This is an optimization exercise on Yosys and OpenROAD, whose aim is small area and a short achievable clock period, not a production implementation.
No run shown here included a check of the RTL's function; only the layout flow was run.
No activity file was given, so power comes from the tool's default toggle rates.

## flow/design.v (module list and top-level ports; edited modules follow where they fit)
// module APB_Square: 1507 lines
// module apb_fa: 4 lines
// module apb_ha: 4 lines
// module apb_sel: 3 lines
// module apb_xnor: 3 lines
// module apb_xor: 3 lines
module APB_Square
(
    input wire PWRITE,
    input wire PCLK,
    input wire PSEL,
    input wire [31:0] PADDR,
    input wire [31:0] PWDATA,
    output reg [31:0] PRDATA,
    input wire PENABLE,
    output reg PREADY,
    input PRESET
);
  // ...
==> flow/flow/run.sh <==
#!/bin/bash
# The standard layout (standard.sh), in two calls: synthesis, floorplan and placement
# with no setup margin, then clock tree, routing and finish with the repair aiming 5 ns
# below the clock period. buffer_ports uses the smallest buffer cell.
set -euo pipefail
export BUFFER_PORTS_ARGS="-buffer_cell sky130_fd_sc_hd__buf_1"
bash standard.sh synth floorplan place > standard_1.log 2>&1
export SETUP_SLACK_MARGIN=5
bash standard.sh > standard_2.log 2>&1
==> flow/standard.sh <==
#!/bin/bash
# synth_recipe.tcl (not shown) runs the flow's synth.tcl, then flattens the netlist and writes it again
# the make line also repeats each setting of config.mk as NAME=value (left out here)
make -C /OpenROAD-flow-scripts/flow DESIGN_CONFIG=/design/flow/config.mk WORK_HOME=/design/flow/orfs CLKGATE_MAP_FILE= SYNTH_SCRIPT=/design/flow/synth_recipe.tcl "${@:-finish}"
==> flow/config.mk <==
export PLATFORM = sky130hd
export DESIGN_NAME = APB_Square
export DESIGN_NICKNAME = APB_Square
export VERILOG_FILES = /design/flow/design.v
export SDC_FILE = /design/flow/constraint.sdc
export NUM_CORES = 4
export LEC_CHECK = 0
export CAP_MARGIN = 20
export CORE_MARGIN = 2
export CORE_UTILIZATION = 50
export SLEW_MARGIN = 20
export SYNTH_HIERARCHICAL = 1
==> flow/constraint.sdc <==
create_clock -name core_clock -period 8.5 [get_ports {PCLK}]
set_input_delay 1.7000 -clock core_clock [delete_from_list [all_inputs] [get_ports {PCLK}]]
set_output_delay 1.7000 -clock core_clock [all_outputs]
set_load 0.01 [all_outputs]
==> results.toml, run 1 <==
[power_and_ir_drop]
power.total_mw = 1.67
comb_power_share_pct = 2.6

[global_routing]
grt_max_degree = 90
top_usage_layer = "met2"
grt_pass1_wl_mm = 91.5
grt_usage_pct = 36.2

[clock_tree]
cts_tree = "done"
cts_hold_buffers = 0
clock_latency_ps = 460

[final_layout]
multi_input_area_share_pct = 66.4
diodes = 0
clock_buffers = 18
largest_reg_flops = 80

[logic_synthesis]
syn_inst = 1735
synth_edf_count = 0
ys_warn_count = 7
syn_area_per_cell_um2 = 9.51
netlist.area_leader.share_pct = 23.9
yosys.area_share.adder_pct = 28.6

[critical_path]
crit_family = "adder cells"
r2r_start = "b[13]"
reg2reg_depth = 10
crit_path_start_kind = "flop"
cp.arrival_ps = 3860
timing.reg2reg.setup_slack_ps = 4980

[timing]
fin_ws_ps = 4980
worst_pin_slew_ps = 998
min_period_ps = 3520

[status]
status = "complete, no violations"

[floorplanning]
n_tap_cell = 442

[route]
num_vias = 15500

[worst_hold_path]
holdCritStartpoint = "PREADY"
hold_depth = 1
==> inputs of run 2 (changes only) <==
--- a/flow/design.v
+++ b/flow/design.v
@@ -31,21 +31,19 @@
       if (acc & PWRITE & sel4) b <= PWDATA;
       if (acc & ~PWRITE) begin
         if (sel0)      PRDATA <= a;
         else if (sel4) PRDATA <= b;
         else if (sel8) PRDATA <= rst_d ? 32'd0 : prod;
       end
     end
   end
-  wire one0 = b[0] ^ 1'b0;
-  wire two0 = (b[1] & ~b[0] & ~1'b0) | (~b[1] & b[0] & 1'b0);
-  wire none0 = ~one0;
-  wire ntwo0 = ~two0;
-  wire neg0 = b[1] & ~(b[0] & 1'b0);
+  wire none0, ntwo0, neg0;
+  apb_xnor u_none0 (.x(b[0]), .n(1'b0), .y(none0));
+  apb_benc u_benc0 (.b2(b[1]), .b1(b[0]), .b0(1'b0), .ntwo(ntwo0), .neg(neg0));
   wire [31:0] ny0;
   apb_xnor u_ny0_0 (.x(a[0]), .n(neg0), .y(ny0[0]));
   apb_xnor u_ny0_1 (.x(a[1]), .n(neg0), .y(ny0[1]));
   apb_xnor u_ny0_2 (.x(a[2]), .n(neg0), .y(ny0[2]));
   apb_xnor u_ny0_3 (.x(a[3]), .n(neg0), .y(ny0[3]));
   apb_xnor u_ny0_4 (.x(a[4]), .n(neg0), .y(ny0[4]));
   apb_xnor u_ny0_5 (.x(a[5]), .n(neg0), .y(ny0[5]));
   apb_xnor u_ny0_6 (.x(a[6]), .n(neg0), .y(ny0[6]));
@@ -69,17 +67,17 @@
   apb_xnor u_ny0_24 (.x(a[24]), .n(neg0), .y(ny0[24]));
   apb_xnor u_ny0_25 (.x(a[25]), .n(neg0), .y(ny0[25]));
   apb_xnor u_ny0_26 (.x(a[26]), .n(neg0), .y(ny0[26]));
   apb_xnor u_ny0_27 (.x(a[27]), .n(neg0), .y(ny0[27]));
   apb_xnor u_ny0_28 (.x(a[28]), .n(neg0), .y(ny0[28]));
   apb_xnor u_ny0_29 (.x(a[29]), .n(neg0), .y(ny0[29]));
   apb_xnor u_ny0_30 (.x(a[30]), .n(neg0), .y(ny0[30]));
   apb_xnor u_ny0_31 (.x(a[31]), .n(neg0), .y(ny0[31]));
-  wire pp0_0 = one0 & a[0];
+  wire pp0_0 = ~none0 & a[0];
   wire nc0 = neg0 & ~pp0_0;
   wire pp0_1;
   apb_sel u_pp0_1 (.none(none0), .ntwo(ntwo0), .nx(ny0[0]), .ny(ny0[1]), .t(pp0_1));
   wire pp0_2;
   apb_sel u_pp0_2 (.none(none0), .ntwo(ntwo0), .nx(ny0[1]), .ny(ny0[2]), .t(pp0_2));
   wire pp0_3;
   apb_sel u_pp0_3 (.none(none0), .ntwo(ntwo0), .nx(ny0[2]), .ny(ny0[3]), .t(pp0_3));
   wire pp0_4;
@@ -133,21 +131,19 @@
   wire pp0_28;
   apb_sel u_pp0_28 (.none(none0), .ntwo(ntwo0), .nx(ny0[27]), .ny(ny0[28]), .t(pp0_28));
   wire pp0_29;
   apb_sel u_pp0_29 (.none(none0), .ntwo(ntwo0), .nx(ny0[28]), .ny(ny0[29]), .t(pp0_29));
   wire pp0_30;
   apb_sel u_pp0_30 (.none(none0), .ntwo(ntwo0), .nx(ny0[29]), .ny(ny0[30]), .t(pp0_30));
   wire pp0_31;
   apb_sel u_pp0_31 (.none(none0), .ntwo(ntwo0), .nx(ny0[30]), .ny(ny0[31]), .t(pp0_31));
-  wire one1 = b[2] ^ b[1];
-  wire two1 = (b[3] & ~b[2] & ~b[1]) | (~b[3] & b[2] & b[1]);
-  wire none1 = ~one1;
-  wire ntwo1 = ~two1;
-  wire neg1 = b[3] & ~(b[2] & b[1]);
+  wire none1, ntwo1, neg1;
+  apb_xnor u_none1 (.x(b[2]), .n(b[1]), .y(none1));
+  apb_benc u_benc1 (.b2(b[3]), .b1(b[2]), .b0(b[1]), .ntwo(ntwo1), .neg(neg1));
   wire [29:0] ny1;
   apb_xnor u_ny1_0 (.x(a[0]), .n(neg1), .y(ny1[0]));
   apb_xnor u_ny1_1 (.x(a[1]), .n(neg1), .y(ny1[1]));
   apb_xnor u_ny1_2 (.x(a[2]), .n(neg1), .y(ny1[2]));
   apb_xnor u_ny1_3 (.x(a[3]), .n(neg1), .y(ny1[3]));
   apb_xnor u_ny1_4 (.x(a[4]), .n(neg1), .y(ny1[4]));
   apb_xnor u_ny1_5 (.x(a[5]), .n(neg1), .y(ny1[5]));
   apb_xnor u_ny1_6 (.x(a[6]), .n(neg1), .y(ny1[6]));
@@ -169,17 +165,17 @@
   apb_xnor u_ny1_22 (.x(a[22]), .n(neg1), .y(ny1[22]));
   apb_xnor u_ny1_23 (.x(a[23]), .n(neg1), .y(ny1[23]));
   apb_xnor u_ny1_24 (.x(a[24]), .n(neg1), .y(ny1[24]));
   apb_xnor u_ny1_25 (.x(a[25]), .n(neg1), .y(ny1[25]));
   apb_xnor u_ny1_26 (.x(a[26]), .n(neg1), .y(ny1[26]));
   apb_xnor u_ny1_27 (.x(a[27]), .n(neg1), .y(ny1[27]));
   apb_xnor u_ny1_28 (.x(a[28]), .n(neg1), .y(ny1[28]));
   apb_xnor u_ny1_29 (.x(a[29]), .n(neg1), .y(ny1[29]));
-  wire pp1_0 = one1 & a[0];
+  wire pp1_0 = ~none1 & a[0];
   wire nc1 = neg1 & ~pp1_0;
   wire pp1_1;
   apb_sel u_pp1_1 (.none(none1), .ntwo(ntwo1), .nx(ny1[0]), .ny(ny1[1]), .t(pp1_1));
   wire pp1_2;
   apb_sel u_pp1_2 (.none(none1), .ntwo(ntwo1), .nx(ny1[1]), .ny(ny1[2]), .t(pp1_2));
   wire pp1_3;
   apb_sel u_pp1_3 (.none(none1), .ntwo(ntwo1), .nx(ny1[2]), .ny(ny1[3]), .t(pp1_3));
   wire pp1_4;
@@ -229,21 +225,19 @@
   wire pp1_26;
   apb_sel u_pp1_26 (.none(none1), .ntwo(ntwo1), .nx(ny1[25]), .ny(ny1[26]), .t(pp1_26));
   wire pp1_27;
   apb_sel u_pp1_27 (.none(none1), .ntwo(ntwo1), .nx(ny1[26]), .ny(ny1[27]), .t(pp1_27));
   wire pp1_28;
   apb_sel u_pp1_28 (.none(none1), .ntwo(ntwo1), .nx(ny1[27]), .ny(ny1[28]), .t(pp1_28));
   wire pp1_29;
   apb_sel u_pp1_29 (.none(none1), .ntwo(ntwo1), .nx(ny1[28]), .ny(ny1[29]), .t(pp1_29));
-  wire one2 = b[4] ^ b[3];
-  wire two2 = (b[5] & ~b[4] & ~b[3]) | (~b[5] & b[4] & b[3]);
-  wire none2 = ~one2;
-  wire ntwo2 = ~two2;
-  wire neg2 = b[5] & ~(b[4] & b[3]);
+  wire none2, ntwo2, neg2;
+  apb_xnor u_none2 (.x(b[4]), .n(b[3]), .y(none2));
+  apb_benc u_benc2 (.b2(b[5]), .b1(b[4]), .b0(b[3]), .ntwo(ntwo2), .neg(neg2));
   wire [27:0] ny2;
   apb_xnor u_ny2_0 (.x(a[0]), .n(neg2), .y(ny2[0]));
   apb_xnor u_ny2_1 (.x(a[1]), .n(neg2), .y(ny2[1]));
   apb_xnor u_ny2_2 (.x(a[2]), .n(neg2), .y(ny2[2]));
   apb_xnor u_ny2_3 (.x(a[3]), .n(neg2), .y(ny2[3]));
   apb_xnor u_ny2_4 (.x(a[4]), .n(neg2), .y(ny2[4]));
   apb_xnor u_ny2_5 (.x(a[5]), .n(neg2), .y(ny2[5]));
   apb_xnor u_ny2_6 (.x(a[6]), .n(neg2), .y(ny2[6]));
@@ -263,17 +257,17 @@
   apb_xnor u_ny2_20 (.x(a[20]), .n(neg2), .y(ny2[20]));
   apb_xnor u_ny2_21 (.x(a[21]), .n(neg2), .y(ny2[21]));
   apb_xnor u_ny2_22 (.x(a[22]), .n(neg2), .y(ny2[22]));
   apb_xnor u_ny2_23 (.x(a[23]), .n(neg2), .y(ny2[23]));
   apb_xnor u_ny2_24 (.x(a[24]), .n(neg2), .y(ny2[24]));
   apb_xnor u_ny2_25 (.x(a[25]), .n(neg2), .y(ny2[25]));
   apb_xnor u_ny2_26 (.x(a[26]), .n(neg2), .y(ny2[26]));
   apb_xnor u_ny2_27 (.x(a[27]), .n(neg2), .y(ny2[27]));
-  wire pp2_0 = one2 & a[0];
+  wire pp2_0 = ~none2 & a[0];
   wire nc2 = neg2 & ~pp2_0;
   wire pp2_1;
   apb_sel u_pp2_1 (.none(none2), .ntwo(ntwo2), .nx(ny2[0]), .ny(ny2[1]), .t(pp2_1));
   wire pp2_2;
   apb_sel u_pp2_2 (.none(none2), .ntwo(ntwo2), .nx(ny2[1]), .ny(ny2[2]), .t(pp2_2));
   wire pp2_3;
   apb_sel u_pp2_3 (.none(none2), .ntwo(ntwo2), .nx(ny2[2]), .ny(ny2[3]), .t(pp2_3));
   wire pp2_4;
@@ -319,21 +313,19 @@
   wire pp2_24;
   apb_sel u_pp2_24 (.none(none2), .ntwo(ntwo2), .nx(ny2[23]), .ny(ny2[24]), .t(pp2_24));
   wire pp2_25;
   apb_sel u_pp2_25 (.none(none2), .ntwo(ntwo2), .nx(ny2[24]), .ny(ny2[25]), .t(pp2_25));
   wire pp2_26;
   apb_sel u_pp2_26 (.none(none2), .ntwo(ntwo2), .nx(ny2[25]), .ny(ny2[26]), .t(pp2_26));
   wire pp2_27;
   apb_sel u_pp2_27 (.none(none2), .ntwo(ntwo2), .nx(ny2[26]), .ny(ny2[27]), .t(pp2_27));
-  wire one3 = b[6] ^ b[5];
-  wire two3 = (b[7] & ~b[6] & ~b[5]) | (~b[7] & b[6] & b[5]);
-  wire none3 = ~one3;
-  wire ntwo3 = ~two3;
-  wire neg3 = b[7] & ~(b[6] & b[5]);
+  wire none3, ntwo3, neg3;
+  apb_xnor u_none3 (.x(b[6]), .n(b[5]), .y(none3));
+  apb_benc u_benc3 (.b2(b[7]), .b1(b[6]), .b0(b[5]), .ntwo(ntwo3), .neg(neg3));
   wire [25:0] ny3;
   apb_xnor u_ny3_0 (.x(a[0]), .n(neg3), .y(ny3[0]));
   apb_xnor u_ny3_1 (.x(a[1]), .n(neg3), .y(ny3[1]));
   apb_xnor u_ny3_2 (.x(a[2]), .n(neg3), .y(ny3[2]));
   apb_xnor u_ny3_3 (.x(a[3]), .n(neg3), .y(ny3[3]));
   apb_xnor u_ny3_4 (.x(a[4]), .n(neg3), .y(ny3[4]));
   apb_xnor u_ny3_5 (.x(a[5]), .n(neg3), .y(ny3[5]));
   apb_xnor u_ny3_6 (.x(a[6]), .n(neg3), .y(ny3[6]));
@@ -351,17 +343,17 @@
   apb_xnor u_ny3_18 (.x(a[18]), .n(neg3), .y(ny3[18]));
   apb_xnor u_ny3_19 (.x(a[19]), .n(neg3), .y(ny3[19]));
   apb_xnor u_ny3_20 (.x(a[20]), .n(neg3), .y(ny3[20]));
   apb_xnor u_ny3_21 (.x(a[21]), .n(neg3), .y(ny3[21]));
   apb_xnor u_ny3_22 (.x(a[22]), .n(neg3), .y(ny3[22]));
   apb_xnor u_ny3_23 (.x(a[23]), .n(neg3), .y(ny3[23]));
   apb_xnor u_ny3_24 (.x(a[24]), .n(neg3), .y(ny3[24]));
   apb_xnor u_ny3_25 (.x(a[25]), .n(neg3), .y(ny3[25]));
-  wire pp3_0 = one3 & a[0];
+  wire pp3_0 = ~none3 & a[0];
   wire nc3 = neg3 & ~pp3_0;
   wire pp3_1;
   apb_sel u_pp3_1 (.none(none3), .ntwo(ntwo3), .nx(ny3[0]), .ny(ny3[1]), .t(pp3_1));
   wire pp3_2;
   apb_sel u_pp3_2 (.none(none3), .ntwo(ntwo3), .nx(ny3[1]), .ny(ny3[2]), .t(pp3_2));
   wire pp3_3;
   apb_sel u_pp3_3 (.none(none3), .ntwo(ntwo3), .nx(ny3[2]), .ny(ny3[3]), .t(pp3_3));
   wire pp3_4;
@@ -403,21 +395,19 @@
   wire pp3_22;
   apb_sel u_pp3_22 (.none(none3), .ntwo(ntwo3), .nx(ny3[21]), .ny(ny3[22]), .t(pp3_22));
   wire pp3_23;
   apb_sel u_pp3_23 (.none(none3), .ntwo(ntwo3), .nx(ny3[22]), .ny(ny3[23]), .t(pp3_23));
   wire pp3_24;
   apb_sel u_pp3_24 (.none(none3), .ntwo(ntwo3), .nx(ny3[23]), .ny(ny3[24]), .t(pp3_24));
   wire pp3_25;
   apb_sel u_pp3_25 (.none(none3), .ntwo(ntwo3), .nx(ny3[24]), .ny(ny3[25]), .t(pp3_25));
-  wire one4 = b[8] ^ b[7];
-  wire two4 = (b[9] & ~b[8] & ~b[7]) | (~b[9] & b[8] & b[7]);
-  wire none4 = ~one4;
-  wire ntwo4 = ~two4;
-  wire neg4 = b[9] & ~(b[8] & b[7]);
+  wire none4, ntwo4, neg4;
+  apb_xnor u_none4 (.x(b[8]), .n(b[7]), .y(none4));
+  apb_benc u_benc4 (.b2(b[9]), .b1(b[8]), .b0(b[7]), .ntwo(ntwo4), .neg(neg4));
   wire [23:0] ny4;
   apb_xnor u_ny4_0 (.x(a[0]), .n(neg4), .y(ny4[0]));
   apb_xnor u_ny4_1 (.x(a[1]), .n(neg4), .y(ny4[1]));
   apb_xnor u_ny4_2 (.x(a[2]), .n(neg4), .y(ny4[2]));
   apb_xnor u_ny4_3 (.x(a[3]), .n(neg4), .y(ny4[3]));
   apb_xnor u_ny4_4 (.x(a[4]), .n(neg4), .y(ny4[4]));
   apb_xnor u_ny4_5 (.x(a[5]), .n(neg4), .y(ny4[5]));
   apb_xnor u_ny4_6 (.x(a[6]), .n(neg4), .y(ny4[6]));
@@ -433,17 +423,17 @@
   apb_xnor u_ny4_16 (.x(a[16]), .n(neg4), .y(ny4[16]));
   apb_xnor u_ny4_17 (.x(a[17]), .n(neg4), .y(ny4[17]));
   apb_xnor u_ny4_18 (.x(a[18]), .n(neg4), .y(ny4[18]));
   apb_xnor u_ny4_19 (.x(a[19]), .n(neg4), .y(ny4[19]));
   apb_xnor u_ny4_20 (.x(a[20]), .n(neg4), .y(ny4[20]));
   apb_xnor u_ny4_21 (.x(a[21]), .n(neg4), .y(ny4[21]));
   apb_xnor u_ny4_22 (.x(a[22]), .n(neg4), .y(ny4[22]));
   apb_xnor u_ny4_23 (.x(a[23]), .n(neg4), .y(ny4[23]));
-  wire pp4_0 = one4 & a[0];
+  wire pp4_0 = ~none4 & a[0];
   wire nc4 = neg4 & ~pp4_0;
   wire pp4_1;
   apb_sel u_pp4_1 (.none(none4), .ntwo(ntwo4), .nx(ny4[0]), .ny(ny4[1]), .t(pp4_1));
   wire pp4_2;
   apb_sel u_pp4_2 (.none(none4), .ntwo(ntwo4), .nx(ny4[1]), .ny(ny4[2]), .t(pp4_2));
   wire pp4_3;
   apb_sel u_pp4_3 (.none(none4), .ntwo(ntwo4), .nx(ny4[2]), .ny(ny4[3]), .t(pp4_3));
   wire pp4_4;
@@ -481,21 +471,19 @@
   wire pp4_20;
   apb_sel u_pp4_20 (.none(none4), .ntwo(ntwo4), .nx(ny4[19]), .ny(ny4[20]), .t(pp4_20));
   wire pp4_21;
   apb_sel u_pp4_21 (.none(none4), .ntwo(ntwo4), .nx(ny4[20]), .ny(ny4[21]), .t(pp4_21));
   wire pp4_22;
   apb_sel u_pp4_22 (.none(none4), .ntwo(ntwo4), .nx(ny4[21]), .ny(ny4[22]), .t(pp4_22));
   wire pp4_23;
   apb_sel u_pp4_23 (.none(none4), .ntwo(ntwo4), .nx(ny4[22]), .ny(ny4[23]), .t(pp4_23));
-  wire one5 = b[10] ^ b[9];
-  wire two5 = (b[11] & ~b[10] & ~b[9]) | (~b[11] & b[10] & b[9]);
-  wire none5 = ~one5;
-  wire ntwo5 = ~two5;
-  wire neg5 = b[11] & ~(b[10] & b[9]);
+  wire none5, ntwo5, neg5;
+  apb_xnor u_none5 (.x(b[10]), .n(b[9]), .y(none5));
+  apb_benc u_benc5 (.b2(b[11]), .b1(b[10]), .b0(b[9]), .ntwo(ntwo5), .neg(neg5));
   wire [21:0] ny5;
   apb_xnor u_ny5_0 (.x(a[0]), .n(neg5), .y(ny5[0]));
   apb_xnor u_ny5_1 (.x(a[1]), .n(neg5), .y(ny5[1]));
   apb_xnor u_ny5_2 (.x(a[2]), .n(neg5), .y(ny5[2]));
   apb_xnor u_ny5_3 (.x(a[3]), .n(neg5), .y(ny5[3]));
   apb_xnor u_ny5_4 (.x(a[4]), .n(neg5), .y(ny5[4]));
   apb_xnor u_ny5_5 (.x(a[5]), .n(neg5), .y(ny5[5]));
   apb_xnor u_ny5_6 (.x(a[6]), .n(neg5), .y(ny5[6]));
@@ -509,17 +497,17 @@
   apb_xnor u_ny5_14 (.x(a[14]), .n(neg5), .y(ny5[14]));
   apb_xnor u_ny5_15 (.x(a[15]), .n(neg5), .y(ny5[15]));
   apb_xnor u_ny5_16 (.x(a[16]), .n(neg5), .y(ny5[16]));
   apb_xnor u_ny5_17 (.x(a[17]), .n(neg5), .y(ny5[17]));
   apb_xnor u_ny5_18 (.x(a[18]), .n(neg5), .y(ny5[18]));
   apb_xnor u_ny5_19 (.x(a[19]), .n(neg5), .y(ny5[19]));
   apb_xnor u_ny5_20 (.x(a[20]), .n(neg5), .y(ny5[20]));
   apb_xnor u_ny5_21 (.x(a[21]), .n(neg5), .y(ny5[21]));
-  wire pp5_0 = one5 & a[0];
+  wire pp5_0 = ~none5 & a[0];
   wire nc5 = neg5 & ~pp5_0;
   wire pp5_1;
   apb_sel u_pp5_1 (.none(none5), .ntwo(ntwo5), .nx(ny5[0]), .ny(ny5[1]), .t(pp5_1));
   wire pp5_2;
   apb_sel u_pp5_2 (.none(none5), .ntwo(ntwo5), .nx(ny5[1]), .ny(ny5[2]), .t(pp5_2));
   wire pp5_3;
   apb_sel u_pp5_3 (.none(none5), .ntwo(ntwo5), .nx(ny5[2]), .ny(ny5[3]), .t(pp5_3));
   wire pp5_4;
@@ -553,21 +541,19 @@
   wire pp5_18;
   apb_sel u_pp5_18 (.none(none5), .ntwo(ntwo5), .nx(ny5[17]), .ny(ny5[18]), .t(pp5_18));
   wire pp5_19;
   apb_sel u_pp5_19 (.none(none5), .ntwo(ntwo5), .nx(ny5[18]), .ny(ny5[19]), .t(pp5_19));
   wire pp5_20;
   apb_sel u_pp5_20 (.none(none5), .ntwo(ntwo5), .nx(ny5[19]), .ny(ny5[20]), .t(pp5_20));
   wire pp5_21;
   apb_sel u_pp5_21 (.none(none5), .ntwo(ntwo5), .nx(ny5[20]), .ny(ny5[21]), .t(pp5_21));
-  wire one6 = b[12] ^ b[11];
-  wire two6 = (b[13] & ~b[12] & ~b[11]) | (~b[13] & b[12] & b[11]);
-  wire none6 = ~one6;
-  wire ntwo6 = ~two6;
-  wire neg6 = b[13] & ~(b[12] & b[11]);
+  wire none6, ntwo6, neg6;
+  apb_xnor u_none6 (.x(b[12]), .n(b[11]), .y(none6));
+  apb_benc u_benc6 (.b2(b[13]), .b1(b[12]), .b0(b[11]), .ntwo(ntwo6), .neg(neg6));
   wire [19:0] ny6;
   apb_xnor u_ny6_0 (.x(a[0]), .n(neg6), .y(ny6[0]));
   apb_xnor u_ny6_1 (.x(a[1]), .n(neg6), .y(ny6[1]));
   apb_xnor u_ny6_2 (.x(a[2]), .n(neg6), .y(ny6[2]));
   apb_xnor u_ny6_3 (.x(a[3]), .n(neg6), .y(ny6[3]));
   apb_xnor u_ny6_4 (.x(a[4]), .n(neg6), .y(ny6[4]));
   apb_xnor u_ny6_5 (.x(a[5]), .n(neg6), .y(ny6[5]));
   apb_xnor u_ny6_6 (.x(a[6]), .n(neg6), .y(ny6[6]));
@@ -579,17 +565,17 @@
   apb_xnor u_ny6_12 (.x(a[12]), .n(neg6), .y(ny6[12]));
   apb_xnor u_ny6_13 (.x(a[13]), .n(neg6), .y(ny6[13]));
   apb_xnor u_ny6_14 (.x(a[14]), .n(neg6), .y(ny6[14]));
   apb_xnor u_ny6_15 (.x(a[15]), .n(neg6), .y(ny6[15]));
   apb_xnor u_ny6_16 (.x(a[16]), .n(neg6), .y(ny6[16]));
   apb_xnor u_ny6_17 (.x(a[17]), .n(neg6), .y(ny6[17]));
   apb_xnor u_ny6_18 (.x(a[18]), .n(neg6), .y(ny6[18]));
   apb_xnor u_ny6_19 (.x(a[19]), .n(neg6), .y(ny6[19]));
-  wire pp6_0 = one6 & a[0];
+  wire pp6_0 = ~none6 & a[0];
   wire nc6 = neg6 & ~pp6_0;
   wire pp6_1;
   apb_sel u_pp6_1 (.none(none6), .ntwo(ntwo6), .nx(ny6[0]), .ny(ny6[1]), .t(pp6_1));
   wire pp6_2;
   apb_sel u_pp6_2 (.none(none6), .ntwo(ntwo6), .nx(ny6[1]), .ny(ny6[2]), .t(pp6_2));
   wire pp6_3;
   apb_sel u_pp6_3 (.none(none6), .ntwo(ntwo6), .nx(ny6[2]), .ny(ny6[3]), .t(pp6_3));
   wire pp6_4;
@@ -619,21 +605,19 @@
   wire pp6_16;
   apb_sel u_pp6_16 (.none(none6), .ntwo(ntwo6), .nx(ny6[15]), .ny(ny6[16]), .t(pp6_16));
   wire pp6_17;
   apb_sel u_pp6_17 (.none(none6), .ntwo(ntwo6), .nx(ny6[16]), .ny(ny6[17]), .t(pp6_17));
   wire pp6_18;
   apb_sel u_pp6_18 (.none(none6), .ntwo(ntwo6), .nx(ny6[17]), .ny(ny6[18]), .t(pp6_18));
   wire pp6_19;
   apb_sel u_pp6_19 (.none(none6), .ntwo(ntwo6), .nx(ny6[18]), .ny(ny6[19]), .t(pp6_19));
-  wire one7 = b[14] ^ b[13];
-  wire two7 = (b[15] & ~b[14] & ~b[13]) | (~b[15] & b[14] & b[13]);
-  wire none7 = ~one7;
-  wire ntwo7 = ~two7;
-  wire neg7 = b[15] & ~(b[14] & b[13]);
+  wire none7, ntwo7, neg7;
+  apb_xnor u_none7 (.x(b[14]), .n(b[13]), .y(none7));
+  apb_benc u_benc7 (.b2(b[15]), .b1(b[14]), .b0(b[13]), .ntwo(ntwo7), .neg(neg7));
   wire [17:0] ny7;
   apb_xnor u_ny7_0 (.x(a[0]), .n(neg7), .y(ny7[0]));
   apb_xnor u_ny7_1 (.x(a[1]), .n(neg7), .y(ny7[1]));
   apb_xnor u_ny7_2 (.x(a[2]), .n(neg7), .y(ny7[2]));
   apb_xnor u_ny7_3 (.x(a[3]), .n(neg7), .y(ny7[3]));
   apb_xnor u_ny7_4 (.x(a[4]), .n(neg7), .y(ny7[4]));
   apb_xnor u_ny7_5 (.x(a[5]), .n(neg7), .y(ny7[5]));
   apb_xnor u_ny7_6 (.x(a[6]), .n(neg7), .y(ny7[6]));
@@ -643,17 +627,17 @@
   apb_xnor u_ny7_10 (.x(a[10]), .n(neg7), .y(ny7[10]));
   apb_xnor u_ny7_11 (.x(a[11]), .n(neg7), .y(ny7[11]));
   apb_xnor u_ny7_12 (.x(a[12]), .n(neg7), .y(ny7[12]));
   apb_xnor u_ny7_13 (.x(a[13]), .n(neg7), .y(ny7[13]));
   apb_xnor u_ny7_14 (.x(a[14]), .n(neg7), .y(ny7[14]));
   apb_xnor u_ny7_15 (.x(a[15]), .n(neg7), .y(ny7[15]));
   apb_xnor u_ny7_16 (.x(a[16]), .n(neg7), .y(ny7[16]));
   apb_xnor u_ny7_17 (.x(a[17]), .n(neg7), .y(ny7[17]));
-  wire pp7_0 = one7 & a[0];
+  wire pp7_0 = ~none7 & a[0];
   wire nc7 = neg7 & ~pp7_0;
   wire pp7_1;
   apb_sel u_pp7_1 (.none(none7), .ntwo(ntwo7), .nx(ny7[0]), .ny(ny7[1]), .t(pp7_1));
   wire pp7_2;
   apb_sel u_pp7_2 (.none(none7), .ntwo(ntwo7), .nx(ny7[1]), .ny(ny7[2]), .t(pp7_2));
   wire pp7_3;
   apb_sel u_pp7_3 (.none(none7), .ntwo(ntwo7), .nx(ny7[2]), .ny(ny7[3]), .t(pp7_3));
   wire pp7_4;
@@ -679,21 +663,19 @@
   wire pp7_14;
   apb_sel u_pp7_14 (.none(none7), .ntwo(ntwo7), .nx(ny7[13]), .ny(ny7[14]), .t(pp7_14));
   wire pp7_15;
   apb_sel u_pp7_15 (.none(none7), .ntwo(ntwo7), .nx(ny7[14]), .ny(ny7[15]), .t(pp7_15));
   wire pp7_16;
   apb_sel u_pp7_16 (.none(none7), .ntwo(ntwo7), .nx(ny7[15]), .ny(ny7[16]), .t(pp7_16));
   wire pp7_17;
   apb_sel u_pp7_17 (.none(none7), .ntwo(ntwo7), .nx(ny7[16]), .ny(ny7[17]), .t(pp7_17));
-  wire one8 = b[16] ^ b[15];
-  wire two8 = (b[17] & ~b[16] & ~b[15]) | (~b[17] & b[16] & b[15]);
-  wire none8 = ~one8;
-  wire ntwo8 = ~two8;
-  wire neg8 = b[17] & ~(b[16] & b[15]);
+  wire none8, ntwo8, neg8;
+  apb_xnor u_none8 (.x(b[16]), .n(b[15]), .y(none8));
+  apb_benc u_benc8 (.b2(b[17]), .b1(b[16]), .b0(b[15]), .ntwo(ntwo8), .neg(neg8));
   wire [15:0] ny8;
   apb_xnor u_ny8_0 (.x(a[0]), .n(neg8), .y(ny8[0]));
   apb_xnor u_ny8_1 (.x(a[1]), .n(neg8), .y(ny8[1]));
   apb_xnor u_ny8_2 (.x(a[2]), .n(neg8), .y(ny8[2]));
   apb_xnor u_ny8_3 (.x(a[3]), .n(neg8), .y(ny8[3]));
   apb_xnor u_ny8_4 (.x(a[4]), .n(neg8), .y(ny8[4]));
   apb_xnor u_ny8_5 (.x(a[5]), .n(neg8), .y(ny8[5]));
   apb_xnor u_ny8_6 (.x(a[6]), .n(neg8), .y(ny8[6]));
@@ -701,17 +683,17 @@
   apb_xnor u_ny8_8 (.x(a[8]), .n(neg8), .y(ny8[8]));
   apb_xnor u_ny8_9 (.x(a[9]), .n(neg8), .y(ny8[9]));
   apb_xnor u_ny8_10 (.x(a[10]), .n(neg8), .y(ny8[10]));
   apb_xnor u_ny8_11 (.x(a[11]), .n(neg8), .y(ny8[11]));
   apb_xnor u_ny8_12 (.x(a[12]), .n(neg8), .y(ny8[12]));
   apb_xnor u_ny8_13 (.x(a[13]), .n(neg8), .y(ny8[13]));
   apb_xnor u_ny8_14 (.x(a[14]), .n(neg8), .y(ny8[14]));
   apb_xnor u_ny8_15 (.x(a[15]), .n(neg8), .y(ny8[15]));
-  wire pp8_0 = one8 & a[0];
+  wire pp8_0 = ~none8 & a[0];
   wire nc8 = neg8 & ~pp8_0;
   wire pp8_1;
   apb_sel u_pp8_1 (.none(none8), .ntwo(ntwo8), .nx(ny8[0]), .ny(ny8[1]), .t(pp8_1));
   wire pp8_2;
   apb_sel u_pp8_2 (.none(none8), .ntwo(ntwo8), .nx(ny8[1]), .ny(ny8[2]), .t(pp8_2));
   wire pp8_3;
   apb_sel u_pp8_3 (.none(none8), .ntwo(ntwo8), .nx(ny8[2]), .ny(ny8[3]), .t(pp8_3));
   wire pp8_4;
@@ -733,37 +715,35 @@
   wire pp8_12;
   apb_sel u_pp8_12 (.none(none8), .ntwo(ntwo8), .nx(ny8[11]), .ny(ny8[12]), .t(pp8_12));
   wire pp8_13;
   apb_sel u_pp8_13 (.none(none8), .ntwo(ntwo8), .nx(ny8[12]), .ny(ny8[13]), .t(pp8_13));
   wire pp8_14;
   apb_sel u_pp8_14 (.none(none8), .ntwo(ntwo8), .nx(ny8[13]), .ny(ny8[14]), .t(pp8_14));
   wire pp8_15;
   apb_sel u_pp8_15 (.none(none8), .ntwo(ntwo8), .nx(ny8[14]), .ny(ny8[15]), .t(pp8_15));
-  wire one9 = b[18] ^ b[17];
-  wire two9 = (b[19] & ~b[18] & ~b[17]) | (~b[19] & b[18] & b[17]);
-  wire none9 = ~one9;
-  wire ntwo9 = ~two9;
-  wire neg9 = b[19] & ~(b[18] & b[17]);
+  wire none9, ntwo9, neg9;
+  apb_xnor u_none9 (.x(b[18]), .n(b[17]), .y(none9));
+  apb_benc u_benc9 (.b2(b[19]), .b1(b[18]), .b0(b[17]), .ntwo(ntwo9), .neg(neg9));
   wire [13:0] ny9;
   apb_xnor u_ny9_0 (.x(a[0]), .n(neg9), .y(ny9[0]));
   apb_xnor u_ny9_1 (.x(a[1]), .n(neg9), .y(ny9[1]));
   apb_xnor u_ny9_2 (.x(a[2]), .n(neg9), .y(ny9[2]));
   apb_xnor u_ny9_3 (.x(a[3]), .n(neg9), .y(ny9[3]));
   apb_xnor u_ny9_4 (.x(a[4]), .n(neg9), .y(ny9[4]));
   apb_xnor u_ny9_5 (.x(a[5]), .n(neg9), .y(ny9[5]));
   apb_xnor u_ny9_6 (.x(a[6]), .n(neg9), .y(ny9[6]));
   apb_xnor u_ny9_7 (.x(a[7]), .n(neg9), .y(ny9[7]));
   apb_xnor u_ny9_8 (.x(a[8]), .n(neg9), .y(ny9[8]));
   apb_xnor u_ny9_9 (.x(a[9]), .n(neg9), .y(ny9[9]));
   apb_xnor u_ny9_10 (.x(a[10]), .n(neg9), .y(ny9[10]));
   apb_xnor u_ny9_11 (.x(a[11]), .n(neg9), .y(ny9[11]));
   apb_xnor u_ny9_12 (.x(a[12]), .n(neg9), .y(ny9[12]));
   apb_xnor u_ny9_13 (.x(a[13]), .n(neg9), .y(ny9[13]));
-  wire pp9_0 = one9 & a[0];
+  wire pp9_0 = ~none9 & a[0];
   wire nc9 = neg9 & ~pp9_0;
   wire pp9_1;
   apb_sel u_pp9_1 (.none(none9), .ntwo(ntwo9), .nx(ny9[0]), .ny(ny9[1]), .t(pp9_1));
   wire pp9_2;
   apb_sel u_pp9_2 (.none(none9), .ntwo(ntwo9), .nx(ny9[1]), .ny(ny9[2]), .t(pp9_2));
   wire pp9_3;
   apb_sel u_pp9_3 (.none(none9), .ntwo(ntwo9), .nx(ny9[2]), .ny(ny9[3]), .t(pp9_3));
   wire pp9_4;
@@ -781,35 +761,33 @@
   wire pp9_10;
   apb_sel u_pp9_10 (.none(none9), .ntwo(ntwo9), .nx(ny9[9]), .ny(ny9[10]), .t(pp9_10));
   wire pp9_11;
   apb_sel u_pp9_11 (.none(none9), .ntwo(ntwo9), .nx(ny9[10]), .ny(ny9[11]), .t(pp9_11));
   wire pp9_12;
   apb_sel u_pp9_12 (.none(none9), .ntwo(ntwo9), .nx(ny9[11]), .ny(ny9[12]), .t(pp9_12));
   wire pp9_13;
   apb_sel u_pp9_13 (.none(none9), .ntwo(ntwo9), .nx(ny9[12]), .ny(ny9[13]), .t(pp9_13));
-  wire one10 = b[20] ^ b[19];
-  wire two10 = (b[21] & ~b[20] & ~b[19]) | (~b[21] & b[20] & b[19]);
-  wire none10 = ~one10;
-  wire ntwo10 = ~two10;
-  wire neg10 = b[21] & ~(b[20] & b[19]);
+  wire none10, ntwo10, neg10;
+  apb_xnor u_none10 (.x(b[20]), .n(b[19]), .y(none10));
+  apb_benc u_benc10 (.b2(b[21]), .b1(b[20]), .b0(b[19]), .ntwo(ntwo10), .neg(neg10));
   wire [11:0] ny10;
   apb_xnor u_ny10_0 (.x(a[0]), .n(neg10), .y(ny10[0]));
   apb_xnor u_ny10_1 (.x(a[1]), .n(neg10), .y(ny10[1]));
   apb_xnor u_ny10_2 (.x(a[2]), .n(neg10), .y(ny10[2]));
   apb_xnor u_ny10_3 (.x(a[3]), .n(neg10), .y(ny10[3]));
   apb_xnor u_ny10_4 (.x(a[4]), .n(neg10), .y(ny10[4]));
   apb_xnor u_ny10_5 (.x(a[5]), .n(neg10), .y(ny10[5]));
   apb_xnor u_ny10_6 (.x(a[6]), .n(neg10), .y(ny10[6]));
   apb_xnor u_ny10_7 (.x(a[7]), .n(neg10), .y(ny10[7]));
   apb_xnor u_ny10_8 (.x(a[8]), .n(neg10), .y(ny10[8]));
   apb_xnor u_ny10_9 (.x(a[9]), .n(neg10), .y(ny10[9]));
   apb_xnor u_ny10_10 (.x(a[10]), .n(neg10), .y(ny10[10]));
   apb_xnor u_ny10_11 (.x(a[11]), .n(neg10), .y(ny10[11]));
-  wire pp10_0 = one10 & a[0];
+  wire pp10_0 = ~none10 & a[0];
   wire nc10 = neg10 & ~pp10_0;
   wire pp10_1;
   apb_sel u_pp10_1 (.none(none10), .ntwo(ntwo10), .nx(ny10[0]), .ny(ny10[1]), .t(pp10_1));
   wire pp10_2;
   apb_sel u_pp10_2 (.none(none10), .ntwo(ntwo10), .nx(ny10[1]), .ny(ny10[2]), .t(pp10_2));
   wire pp10_3;
   apb_sel u_pp10_3 (.none(none10), .ntwo(ntwo10), .nx(ny10[2]), .ny(ny10[3]), .t(pp10_3));
   wire pp10_4;
@@ -823,33 +801,31 @@
   wire pp10_8;
   apb_sel u_pp10_8 (.none(none10), .ntwo(ntwo10), .nx(ny10[7]), .ny(ny10[8]), .t(pp10_8));
   wire pp10_9;
   apb_sel u_pp10_9 (.none(none10), .ntwo(ntwo10), .nx(ny10[8]), .ny(ny10[9]), .t(pp10_9));
   wire pp10_10;
   apb_sel u_pp10_10 (.none(none10), .ntwo(ntwo10), .nx(ny10[9]), .ny(ny10[10]), .t(pp10_10));
   wire pp10_11;
   apb_sel u_pp10_11 (.none(none10), .ntwo(ntwo10), .nx(ny10[10]), .ny(ny10[11]), .t(pp10_11));
-  wire one11 = b[22] ^ b[21];
-  wire two11 = (b[23] & ~b[22] & ~b[21]) | (~b[23] & b[22] & b[21]);
-  wire none11 = ~one11;
-  wire ntwo11 = ~two11;
-  wire neg11 = b[23] & ~(b[22] & b[21]);
+  wire none11, ntwo11, neg11;
+  apb_xnor u_none11 (.x(b[22]), .n(b[21]), .y(none11));
+  apb_benc u_benc11 (.b2(b[23]), .b1(b[22]), .b0(b[21]), .ntwo(ntwo11), .neg(neg11));
   wire [9:0] ny11;
   apb_xnor u_ny11_0 (.x(a[0]), .n(neg11), .y(ny11[0]));
   apb_xnor u_ny11_1 (.x(a[1]), .n(neg11), .y(ny11[1]));
   apb_xnor u_ny11_2 (.x(a[2]), .n(neg11), .y(ny11[2]));
   apb_xnor u_ny11_3 (.x(a[3]), .n(neg11), .y(ny11[3]));
   apb_xnor u_ny11_4 (.x(a[4]), .n(neg11), .y(ny11[4]));
   apb_xnor u_ny11_5 (.x(a[5]), .n(neg11), .y(ny11[5]));
   apb_xnor u_ny11_6 (.x(a[6]), .n(neg11), .y(ny11[6]));
   apb_xnor u_ny11_7 (.x(a[7]), .n(neg11), .y(ny11[7]));
   apb_xnor u_ny11_8 (.x(a[8]), .n(neg11), .y(ny11[8]));
   apb_xnor u_ny11_9 (.x(a[9]), .n(neg11), .y(ny11[9]));
-  wire pp11_0 = one11 & a[0];
+  wire pp11_0 = ~none11 & a[0];
   wire nc11 = neg11 & ~pp11_0;
   wire pp11_1;
   apb_sel u_pp11_1 (.none(none11), .ntwo(ntwo11), .nx(ny11[0]), .ny(ny11[1]), .t(pp11_1));
   wire pp11_2;
   apb_sel u_pp11_2 (.none(none11), .ntwo(ntwo11), .nx(ny11[1]), .ny(ny11[2]), .t(pp11_2));
   wire pp11_3;
   apb_sel u_pp11_3 (.none(none11), .ntwo(ntwo11), .nx(ny11[2]), .ny(ny11[3]), .t(pp11_3));
   wire pp11_4;
@@ -859,97 +835,89 @@
   wire pp11_6;
   apb_sel u_pp11_6 (.none(none11), .ntwo(ntwo11), .nx(ny11[5]), .ny(ny11[6]), .t(pp11_6));
   wire pp11_7;
   apb_sel u_pp11_7 (.none(none11), .ntwo(ntwo11), .nx(ny11[6]), .ny(ny11[7]), .t(pp11_7));
   wire pp11_8;
   apb_sel u_pp11_8 (.none(none11), .ntwo(ntwo11), .nx(ny11[7]), .ny(ny11[8]), .t(pp11_8));
   wire pp11_9;
   apb_sel u_pp11_9 (.none(none11), .ntwo(ntwo11), .nx(ny11[8]), .ny(ny11[9]), .t(pp11_9));
-  wire one12 = b[24] ^ b[23];
-  wire two12 = (b[25] & ~b[24] & ~b[23]) | (~b[25] & b[24] & b[23]);
-  wire none12 = ~one12;
-  wire ntwo12 = ~two12;
-  wire neg12 = b[25] & ~(b[24] & b[23]);
+  wire none12, ntwo12, neg12;
+  apb_xnor u_none12 (.x(b[24]), .n(b[23]), .y(none12));
+  apb_benc u_benc12 (.b2(b[25]), .b1(b[24]), .b0(b[23]), .ntwo(ntwo12), .neg(neg12));
   wire [7:0] ny12;
   apb_xnor u_ny12_0 (.x(a[0]), .n(neg12), .y(ny12[0]));
   apb_xnor u_ny12_1 (.x(a[1]), .n(neg12), .y(ny12[1]));
   apb_xnor u_ny12_2 (.x(a[2]), .n(neg12), .y(ny12[2]));
   apb_xnor u_ny12_3 (.x(a[3]), .n(neg12), .y(ny12[3]));
   apb_xnor u_ny12_4 (.x(a[4]), .n(neg12), .y(ny12[4]));
   apb_xnor u_ny12_5 (.x(a[5]), .n(neg12), .y(ny12[5]));
   apb_xnor u_ny12_6 (.x(a[6]), .n(neg12), .y(ny12[6]));
   apb_xnor u_ny12_7 (.x(a[7]), .n(neg12), .y(ny12[7]));
-  wire pp12_0 = one12 & a[0];
+  wire pp12_0 = ~none12 & a[0];
   wire nc12 = neg12 & ~pp12_0;
   wire pp12_1;
   apb_sel u_pp12_1 (.none(none12), .ntwo(ntwo12), .nx(ny12[0]), .ny(ny12[1]), .t(pp12_1));
   wire pp12_2;
   apb_sel u_pp12_2 (.none(none12), .ntwo(ntwo12), .nx(ny12[1]), .ny(ny12[2]), .t(pp12_2));
   wire pp12_3;
   apb_sel u_pp12_3 (.none(none12), .ntwo(ntwo12), .nx(ny12[2]), .ny(ny12[3]), .t(pp12_3));
   wire pp12_4;
   apb_sel u_pp12_4 (.none(none12), .ntwo(ntwo12), .nx(ny12[3]), .ny(ny12[4]), .t(pp12_4));
   wire pp12_5;
   apb_sel u_pp12_5 (.none(none12), .ntwo(ntwo12), .nx(ny12[4]), .ny(ny12[5]), .t(pp12_5));
   wire pp12_6;
   apb_sel u_pp12_6 (.none(none12), .ntwo(ntwo12), .nx(ny12[5]), .ny(ny12[6]), .t(pp12_6));
   wire pp12_7;
   apb_sel u_pp12_7 (.none(none12), .ntwo(ntwo12), .nx(ny12[6]), .ny(ny12[7]), .t(pp12_7));
-  wire one13 = b[26] ^ b[25];
-  wire two13 = (b[27] & ~b[26] & ~b[25]) | (~b[27] & b[26] & b[25]);
-  wire none13 = ~one13;
-  wire ntwo13 = ~two13;
-  wire neg13 = b[27] & ~(b[26] & b[25]);
+  wire none13, ntwo13, neg13;
+  apb_xnor u_none13 (.x(b[26]), .n(b[25]), .y(none13));
+  apb_benc u_benc13 (.b2(b[27]), .b1(b[26]), .b0(b[25]), .ntwo(ntwo13), .neg(neg13));
   wire [5:0] ny13;
   apb_xnor u_ny13_0 (.x(a[0]), .n(neg13), .y(ny13[0]));
   apb_xnor u_ny13_1 (.x(a[1]), .n(neg13), .y(ny13[1]));
   apb_xnor u_ny13_2 (.x(a[2]), .n(neg13), .y(ny13[2]));
   apb_xnor u_ny13_3 (.x(a[3]), .n(neg13), .y(ny13[3]));
   apb_xnor u_ny13_4 (.x(a[4]), .n(neg13), .y(ny13[4]));
   apb_xnor u_ny13_5 (.x(a[5]), .n(neg13), .y(ny13[5]));
-  wire pp13_0 = one13 & a[0];
+  wire pp13_0 = ~none13 & a[0];
   wire nc13 = neg13 & ~pp13_0;
   wire pp13_1;
   apb_sel u_pp13_1 (.none(none13), .ntwo(ntwo13), .nx(ny13[0]), .ny(ny13[1]), .t(pp13_1));
   wire pp13_2;
   apb_sel u_pp13_2 (.none(none13), .ntwo(ntwo13), .nx(ny13[1]), .ny(ny13[2]), .t(pp13_2));
   wire pp13_3;
   apb_sel u_pp13_3 (.none(none13), .ntwo(ntwo13), .nx(ny13[2]), .ny(ny13[3]), .t(pp13_3));
   wire pp13_4;
   apb_sel u_pp13_4 (.none(none13), .ntwo(ntwo13), .nx(ny13[3]), .ny(ny13[4]), .t(pp13_4));
   wire pp13_5;
   apb_sel u_pp13_5 (.none(none13), .ntwo(ntwo13), .nx(ny13[4]), .ny(ny13[5]), .t(pp13_5));
-  wire one14 = b[28] ^ b[27];
-  wire two14 = (b[29] & ~b[28] & ~b[27]) | (~b[29] & b[28] & b[27]);
-  wire none14 = ~one14;
-  wire ntwo14 = ~two14;
-  wire neg14 = b[29] & ~(b[28] & b[27]);
+  wire none14, ntwo14, neg14;
+  apb_xnor u_none14 (.x(b[28]), .n(b[27]), .y(none14));
+  apb_benc u_benc14 (.b2(b[29]), .b1(b[28]), .b0(b[27]), .ntwo(ntwo14), .neg(neg14));
   wire [3:0] ny14;
   apb_xnor u_ny14_0 (.x(a[0]), .n(neg14), .y(ny14[0]));
   apb_xnor u_ny14_1 (.x(a[1]), .n(neg14), .y(ny14[1]));
   apb_xnor u_ny14_2 (.x(a[2]), .n(neg14), .y(ny14[2]));
   apb_xnor u_ny14_3 (.x(a[3]), .n(neg14), .y(ny14[3]));
-  wire pp14_0 = one14 & a[0];
+  wire pp14_0 = ~none14 & a[0];
   wire nc14 = neg14 & ~pp14_0;
   wire pp14_1;
   apb_sel u_pp14_1 (.none(none14), .ntwo(ntwo14), .nx(ny14[0]), .ny(ny14[1]), .t(pp14_1));
   wire pp14_2;
   apb_sel u_pp14_2 (.none(none14), .ntwo(ntwo14), .nx(ny14[1]), .ny(ny14[2]), .t(pp14_2));
   wire pp14_3;
   apb_sel u_pp14_3 (.none(none14), .ntwo(ntwo14), .nx(ny14[2]), .ny(ny14[3]), .t(pp14_3));
-  wire one15 = b[30] ^ b[29];
-  wire two15 = (b[31] & ~b[30] & ~b[29]) | (~b[31] & b[30] & b[29]);
-  wire none15 = ~one15;
-  wire ntwo15 = ~two15;
-  wire neg15 = b[31] & ~(b[30] & b[29]);
+  wire none15, ntwo15, neg15;
+  apb_xnor u_none15 (.x(b[30]), .n(b[29]), .y(none15));
+  apb_benc u_benc15 (.b2(b[31]), .b1(b[30]), .b0(b[29]), .ntwo(ntwo15), .neg(neg15));
   wire [1:0] ny15;
   apb_xnor u_ny15_0 (.x(a[0]), .n(neg15), .y(ny15[0]));
   apb_xnor u_ny15_1 (.x(a[1]), .n(neg15), .y(ny15[1]));
-  wire pp15_0 = one15 & a[0];
+  wire pp15_0 = ~none15 & a[0];
   wire nc15 = neg15 & ~pp15_0;
   wire pp15_1;
   apb_sel u_pp15_1 (.none(none15), .ntwo(ntwo15), .nx(ny15[0]), .ny(ny15[1]), .t(pp15_1));
   wire s1, k2;
   apb_ha u_s1 (.x(pp0_3), .y(nc1), .s(s1), .c(k2));
   wire s3, k4;
   apb_fa u_s3 (.x(pp0_4), .y(pp1_2), .z(pp2_0), .s(s3), .c(k4));
   wire s5, k6;
@@ -1365,20 +1333,17 @@
   wire s395_h, s395;
   apb_xor u_s395_h (.t(s390), .neg(s391), .p(s395_h));
   apb_xor u_s395 (.t(s395_h), .neg(s392), .p(s395));
   wire s396_h, s396;
   apb_xor u_s396_h (.t(s393), .neg(k378), .p(s396_h));
   apb_xor u_s396 (.t(s396_h), .neg(k380), .p(s396));
   wire s397;
   apb_xor u_s397 (.t(s394), .neg(s395), .p(s397));
-  wire s398 = k382 ^ k384;
-  wire s399 = s396 ^ s397;
-  wire s400 = s398 ^ s399;
-  reg [79:0] cs_r;
+  reg [82:0] cs_r;
   always @(posedge PCLK) begin
     cs_r[0] <= pp0_0;
     cs_r[1] <= nc0;
     cs_r[2] <= pp0_1;
     cs_r[3] <= pp0_2;
     cs_r[4] <= pp1_0;
     cs_r[5] <= pp1_1;
     cs_r[6] <= s1;
@@ -1449,76 +1414,88 @@
     cs_r[71] <= k334;
     cs_r[72] <= k336;
     cs_r[73] <= s357;
     cs_r[74] <= s359;
     cs_r[75] <= k358;
     cs_r[76] <= k360;
     cs_r[77] <= s381;
     cs_r[78] <= s383;
-    cs_r[79] <= s400;
+    cs_r[79] <= k382;
+    cs_r[80] <= k384;
+    cs_r[81] <= s396;
+    cs_r[82] <= s397;
   end
-  wire s401, k402;
-  apb_ha u_s401 (.x(cs_r[29]), .y(cs_r[30]), .s(s401), .c(k402));
-  wire s403, k404;
-  apb_ha u_s403 (.x(cs_r[32]), .y(cs_r[33]), .s(s403), .c(k404));
-  wire s405, k406;
-  apb_fa u_s405 (.x(cs_r[34]), .y(cs_r[35]), .z(cs_r[36]), .s(s405), .c(k406));
-  wire s407, k408;
-  apb_fa u_s407 (.x(cs_r[37]), .y(cs_r[38]), .z(cs_r[39]), .s(s407), .c(k408));
-  wire s409, k410;
-  apb_ha u_s409 (.x(cs_r[40]), .y(cs_r[41]), .s(s409), .c(k410));
-  wire s411, k412;
-  apb_fa u_s411 (.x(cs_r[42]), .y(cs_r[43]), .z(cs_r[44]), .s(s411), .c(k412));
-  wire s413, k414;
-  apb_fa u_s413 (.x(cs_r[45]), .y(cs_r[46]), .z(cs_r[47]), .s(s413), .c(k414));
-  wire s415, k416;
-  apb_fa u_s415 (.x(cs_r[48]), .y(cs_r[49]), .z(cs_r[50]), .s(s415), .c(k416));
-  wire s417, k418;
-  apb_fa u_s417 (.x(cs_r[51]), .y(cs_r[52]), .z(cs_r[53]), .s(s417), .c(k418));
-  wire s419, k420;
-  apb_fa u_s419 (.x(cs_r[54]), .y(cs_r[55]), .z(cs_r[56]), .s(s419), .c(k420));
-  wire s421, k422;
-  apb_fa u_s421 (.x(cs_r[57]), .y(cs_r[58]), .z(cs_r[59]), .s(s421), .c(k422));
-  wire s423, k424;
-  apb_fa u_s423 (.x(cs_r[60]), .y(cs_r[61]), .z(cs_r[62]), .s(s423), .c(k424));
-  wire s425, k426;
-  apb_ha u_s425 (.x(cs_r[63]), .y(k422), .s(s425), .c(k426));
-  wire s427, k428;
-  apb_fa u_s427 (.x(cs_r[64]), .y(cs_r[65]), .z(cs_r[66]), .s(s427), .c(k428));
-  wire s429, k430;
-  apb_fa u_s429 (.x(cs_r[67]), .y(k424), .z(s427), .s(s429), .c(k430));
-  wire s431, k432;
-  apb_fa u_s431 (.x(cs_r[68]), .y(cs_r[69]), .z(cs_r[70]), .s(s431), .c(k432));
-  wire s433, k434;
-  apb_ha u_s433 (.x(k428), .y(s431), .s(s433), .c(k434));
-  wire s435, k436;
-  apb_fa u_s435 (.x(cs_r[71]), .y(cs_r[72]), .z(cs_r[73]), .s(s435), .c(k436));
-  wire s437, k438;
-  apb_fa u_s437 (.x(cs_r[74]), .y(k432), .z(s435), .s(s437), .c(k438));
-  wire s439, k440;
-  apb_fa u_s439 (.x(cs_r[75]), .y(cs_r[76]), .z(cs_r[77]), .s(s439), .c(k440));
-  wire s441, k442;
-  apb_fa u_s441 (.x(cs_r[78]), .y(k436), .z(s439), .s(s441), .c(k442));
-  wire s443_h, s443;
-  apb_xor u_s443_h (.t(cs_r[79]), .neg(k440), .p(s443_h));
-  apb_xor u_s443 (.t(s443_h), .neg(k442), .p(s443));
-  wire [31:0] r0 = {s443, k438, k434, k430, k426, s423, k420, k418, k416, k414, k412, k410, k408, k406, k404, k402, cs_r[31], cs_r[27], cs_r[25], cs_r[23], cs_r[21], cs_r[19], cs_r[17], cs_r[15], cs_r[13], cs_r[11], cs_r[9], cs_r[7], cs_r[5], cs_r[3], cs_r[1], cs_r[0]};
-  wire [31:0] r1 = {1'b0, s441, s437, s433, s429, s425, s421, s419, s417, s415, s413, s411, s409, s407, s405, s403, s401, cs_r[28], cs_r[26], cs_r[24], cs_r[22], cs_r[20], cs_r[18], cs_r[16], cs_r[14], cs_r[12], cs_r[10], cs_r[8], cs_r[6], cs_r[4], cs_r[2], 1'b0};
+  wire s398, k399;
+  apb_ha u_s398 (.x(cs_r[29]), .y(cs_r[30]), .s(s398), .c(k399));
+  wire s400, k401;
+  apb_ha u_s400 (.x(cs_r[32]), .y(cs_r[33]), .s(s400), .c(k401));
+  wire s402, k403;
+  apb_fa u_s402 (.x(cs_r[34]), .y(cs_r[35]), .z(cs_r[36]), .s(s402), .c(k403));
+  wire s404, k405;
+  apb_fa u_s404 (.x(cs_r[37]), .y(cs_r[38]), .z(cs_r[39]), .s(s404), .c(k405));
+  wire s406, k407;
+  apb_ha u_s406 (.x(cs_r[40]), .y(cs_r[41]), .s(s406), .c(k407));
+  wire s408, k409;
+  apb_fa u_s408 (.x(cs_r[42]), .y(cs_r[43]), .z(cs_r[44]), .s(s408), .c(k409));
+  wire s410, k411;
+  apb_fa u_s410 (.x(cs_r[45]), .y(cs_r[46]), .z(cs_r[47]), .s(s410), .c(k411));
+  wire s412, k413;
+  apb_fa u_s412 (.x(cs_r[48]), .y(cs_r[49]), .z(cs_r[50]), .s(s412), .c(k413));
+  wire s414, k415;
+  apb_fa u_s414 (.x(cs_r[51]), .y(cs_r[52]), .z(cs_r[53]), .s(s414), .c(k415));
+  wire s416, k417;
+  apb_fa u_s416 (.x(cs_r[54]), .y(cs_r[55]), .z(cs_r[56]), .s(s416), .c(k417));
+  wire s418, k419;
+  apb_fa u_s418 (.x(cs_r[57]), .y(cs_r[58]), .z(cs_r[59]), .s(s418), .c(k419));
+  wire s420, k421;
+  apb_fa u_s420 (.x(cs_r[60]), .y(cs_r[61]), .z(cs_r[62]), .s(s420), .c(k421));
+  wire s422, k423;
+  apb_ha u_s422 (.x(cs_r[63]), .y(k419), .s(s422), .c(k423));
+  wire s424, k425;
+  apb_fa u_s424 (.x(cs_r[64]), .y(cs_r[65]), .z(cs_r[66]), .s(s424), .c(k425));
+  wire s426, k427;
+  apb_fa u_s426 (.x(cs_r[67]), .y(k421), .z(s424), .s(s426), .c(k427));
+  wire s428, k429;
+  apb_fa u_s428 (.x(cs_r[68]), .y(cs_r[69]), .z(cs_r[70]), .s(s428), .c(k429));
+  wire s430, k431;
+  apb_ha u_s430 (.x(k425), .y(s428), .s(s430), .c(k431));
+  wire s432, k433;
+  apb_fa u_s432 (.x(cs_r[71]), .y(cs_r[72]), .z(cs_r[73]), .s(s432), .c(k433));
+  wire s434, k435;
+  apb_fa u_s434 (.x(cs_r[74]), .y(k429), .z(s432), .s(s434), .c(k435));
+  wire s436, k437;
+  apb_fa u_s436 (.x(cs_r[75]), .y(cs_r[76]), .z(cs_r[77]), .s(s436), .c(k437));
+  wire s438, k439;
+  apb_fa u_s438 (.x(cs_r[78]), .y(k433), .z(s436), .s(s438), .c(k439));
+  wire s440_h, s440;
+  apb_xor u_s440_h (.t(cs_r[79]), .neg(cs_r[80]), .p(s440_h));
+  apb_xor u_s440 (.t(s440_h), .neg(cs_r[81]), .p(s440));
+  wire s441_h, s441;
+  apb_xor u_s441_h (.t(cs_r[82]), .neg(k437), .p(s441_h));
+  apb_xor u_s441 (.t(s441_h), .neg(s440), .p(s441));
+  wire s442;
+  apb_xor u_s442 (.t(k439), .neg(s441), .p(s442));
+  wire [31:0] r0 = {s442, k435, k431, k427, k423, s420, k417, k415, k413, k411, k409, k407, k405, k403, k401, k399, cs_r[31], cs_r[27], cs_r[25], cs_r[23], cs_r[21], cs_r[19], cs_r[17], cs_r[15], cs_r[13], cs_r[11], cs_r[9], cs_r[7], cs_r[5], cs_r[3], cs_r[1], cs_r[0]};
+  wire [31:0] r1 = {1'b0, s438, s434, s430, s426, s422, s418, s416, s414, s412, s410, s408, s406, s404, s402, s400, s398, cs_r[28], cs_r[26], cs_r[24], cs_r[22], cs_r[20], cs_r[18], cs_r[16], cs_r[14], cs_r[12], cs_r[10], cs_r[8], cs_r[6], cs_r[4], cs_r[2], 1'b0};
   wire [31:0] prod = r0 + r1;
 endmodule
 module apb_fa (input wire x, input wire y, input wire z, output wire s, output wire c);
   assign s = x ^ y ^ z;
   assign c = (x & y) | (x & z) | (y & z);
 endmodule
 module apb_ha (input wire x, input wire y, output wire s, output wire c);
   assign s = x ^ y;
   assign c = x & y;
 endmodule
 module apb_sel (input wire none, input wire ntwo, input wire nx, input wire ny, output wire t);
   assign t = ~((none | ny) & (ntwo | nx));
 endmodule
+module apb_benc (input wire b2, input wire b1, input wire b0, output wire ntwo, output wire neg);
+  assign ntwo = ~((b2 & ~b1 & ~b0) | (~b2 & b1 & b0));
+  assign neg = b2 & ~(b1 & b0);
+endmodule
 module apb_xnor (input wire x, input wire n, output wire y);
   assign y = ~(x ^ n);
 endmodule
 module apb_xor (input wire t, input wire neg, output wire p);
   assign p = t ^ neg;
 endmodule
==> results.toml, run 2 <==
[floorplanning]
die_y_um = 187
coreArea_um2 = 32700
dieArea_um2 = 34800
start_util_pct = 50.9
core.rowCount = 66
pin_count = 102
fp.dieW_um = 187

[worst_hold_path]
holdCritStartpoint = "PREADY"
hold_class = "flop to flop"
holdPathEnd = "PREADY"
hold_depth = 1

[final_layout]
regMostFlops = "cs_r"
nets = 2228
layout_common_cells = "xnor2_1, o22ai_1, fa_1, nand2_1, dfxtp_1"
syn2layout_area_growth_pct = 19.7
layout-drive-gt1-share_pct = 13.0
diodes = 0
n_fill_cell = 2825
mostFrequentLayoutCell = "xnor2_1"
largest_reg_flops = 83
final_area_um2 = 19900

[route]
viasPerCell = 6.50
drt_iter0_markers = 2191
drt-total-wl_mm = 62.0
wl_per_cell_um = 26.2
dr.pass1.iters = 6
drtAntennaViolNets = 0
route.detailed.drc = 0
num_vias = 15400

[timing]
clock-skew-final_ps = 15.5
hold_viol_final = 0
rsz0062_at_grt = "true"
fin_crit_sh_pct = 41.9
min_period_ps = 3560
fin_tns_setup_ps = 0
slew_viol_final = 0
setup-violations-final = 0
max_slew_margin_pct = 35.3
worst_pin_slew_ps = 970
max_freq_mhz = 281

[global_routing]
grt_max_degree = 88
grt_usage_pct = 34.2
overflow = 0
antenna_found_initial = 0
grt_pass1_vias = 14800
grt_pass1_wl_mm = 89.7

[clock_tree]
htree_num_levels = 4
cts.sinks = 181
numCtsBuffers = 17
cts_hold_buffers = 0
clockBufferDepth = 2
clkTransAtPathRegs_ps = 70
cts_tree = "done"
clock_latency_ps = 460
cts_root_buf = "clkbuf_16"

[logic_synthesis]
yosys-top-cells-count = "xnor2_1, o22ai_1, fa_1, dfxtp_1, nand2_1"
ys_seq_area_share_pct = 21.8
ys_async_sr_fraction_pct = 0
ys.flop_type = "dfxtp_1"
syn_inst = 1732
synthesis.area_um2 = 16700
synth_top_area_cell = "fa_1"
syn_area_per_cell_um2 = 9.62
ys_types = 65
synth_edf_count = 0
ys_warn_count = 7
synth.most_common_cell = "xnor2_1"
ys_ff_latch = 181
synth_area_leaders = "fa_1, dfxtp_1, xnor2_1, o22ai_1, a21oi_1"
netlist.area_leader.share_pct = 23.7

[power_and_ir_drop]
internal-power_mw = 1.34
power.switching_mw = 0.413
comb_power_share_pct = 2.6
power.density_nw_per_um2 = 87.7
ir_worst_vdd_mv = 0.144
power.leakage_nw = 7.34
swShare_pct = 23.6
p_clk_share_pct = 49.1
seqPwrFrac_pct = 48.3

[flow_run]
cap_violations = 0

[critical_path]
reg2reg_depth = 11
crit_path_start_kind = "flop"
cp.arrival_ps = 3900
r2r_start = "b[3]"
timing.reg2reg.setup_slack_ps = 4940
critPathKind = "flop to flop"
timing.rr.end = "cs_r[24]"
worstPathRequired_ps = 8840
end_kind = "flop"
crit_fanout = 11

[placement]
hpwl_mm = 42.7
placed_area_um2 = 17900
port_buffers = 101
gp_congestion = 0.955

[status]
status = "complete, no violations"
## run 2: worst max path at each step
stage / start / to / slack (ps) / cells after the start
detailed placement: PADDR[28] / a[4] / 4150 / 8
floorplan: b[1] / cs_r[56] / 2060 / 7
global route: b[3] / cs_r[28] / 4910 / 11
finish: b[3] / cs_r[24] / 4940 / 11
global placement: PADDR[28] / a[25] / 4210 / 8
CTS: b[21] / cs_r[56] / 4950 / 7
## run 2: final cells by class
type / instances / area, um2 / share of cell area (%)
sequential: 181 / 3690 / 18.5
clock inverter: 11 / 165 / 0.828
timing repair buffer: 207 / 1740 / 8.71
clock buffer: 20 / 447 / 2.24
inverter: 12 / 45.0 / 0.226
multi-input combinational: 1496 / 13300 / 66.7
tap: 442 / 553 / 2.77
## run 2: modules after synthesis (local to each module, per instance)
| module | area, um2 | flip-flops and latches |
|---|---|---|
| apb_benc | 25.0 | 0 |
| apb_fa | 20.0 | 0 |
| APB_Square | 7730 | 181 |
| apb_ha | 12.5 | 0 |
| apb_xor | 8.76 | 0 |
| apb_xnor | 8.76 | 0 |
| apb_sel | 6.26 | 0 |
## run 2: logic make-up after synthesis
logic type / after synthesis / synth area share [%]
DFF: 181 / 21.8
buffers and inverters: 62 / 1.88
muxes: 26 / 1.58
xor gates and xnor gates: 335 / 17.6
other: 1 / 0.0225
and+or+nand+nor: 349 / 9.93
adders and majority gates: 244 / 27.2
AOI/OAI and AO/OA: 534 / 20.0
## run 2: metal layers
layer	up-vias	wire length (um)	GRT usage (%)
met4	0	2360	14.2
met5	-	0	0
li1	6648	-	-
met1	7548	24700	47.0
met2	1043	27300	51.7
met3	162	7620	8.65
## run 2: power by group through the flow
| stage | registers, mW | logic, mW | clock network, mW |
|---|---|---|---|
| 6_report | 0.844 | 0.0461 | 0.858 |
| 5_1_grt | 0.844 | 0.0482 | 0.902 |
| 4_1_cts | 0.847 | 0.0433 | 0.864 |
| 3_5_place_dp | 0.868 | 0.0428 | 0 |
| 3_3_place_gp | 0.868 | 0.0428 | 0 |
| 2_1_floorplan | 0.868 | 0.0180 | 0 |
## run 2: repair_timing
action / 4_1_cts / 5_1_grt
hold endpoints to repair: 0 / 0
buffers inserted: 24 / 27
cloned: 5 / 11
gates resized for setup: 67 / 81
endpoints found under the setup margin: 124 / 104
pin swaps: 6 / 21
## run 2: metrics by stage
step | hold WS, ps | utilization (%) | power, mW | instances | setup WS (ps)
after floorplan | 462 | - | 0.886 | 1735 | 2060
after global placement | 411 | 54.6 | 0.911 | 2271 | 4210
after detailed placement | 412 | 54.6 | 0.911 | 2271 | 4150
after CTS | 431 | 58.4 | 1.75 | 2331 | 4950
after global routing | 452 | 61.0 | 1.79 | 2369 | 4910
final | 429 | 61.0 | 1.75 | 2369 | 4940
## run 2: worst max-delay path, stage by stage (launching register included)
cell and delay, ps:
dfxtp_4 370, buf_12 130, a21boi_4 60, buf_12 150, buf_12 120, clkbuf_16 180
xnor2_1 340, o22ai_1 180, fa_1 470, fa_1 460, fa_1 560, fa_1 410

==> static timing again, ports no longer ideal <==
The results above use ideal ports. As a check the final layouts listed here were re-extracted and re-timed, cells and wires unchanged. Step 1 assumes that a clkbuf_16 drives the clock port and a buf_2 every other input. Step 2, shift: input delay + t, output delay - t, t = (earliest + latest rising clock arrival at the registers) / 2. This alone moves slack from input paths to output paths. Slacks: ideal ports / drivers / drivers and shift; pairs: ideal ports / drivers.
run	t (ns)	setup WS [ns]	pins driven straight from the clock port
run 1	0.504	4.981 / 4.981 / 4.620	1
run 2	0.509	4.935 / 4.935 / 4.582	1
After both steps every run listed still meets setup and hold. For run 1, which loses most, drivers alone change the setup slack by 0.000 ns; drivers and shift together by -0.361 ns.
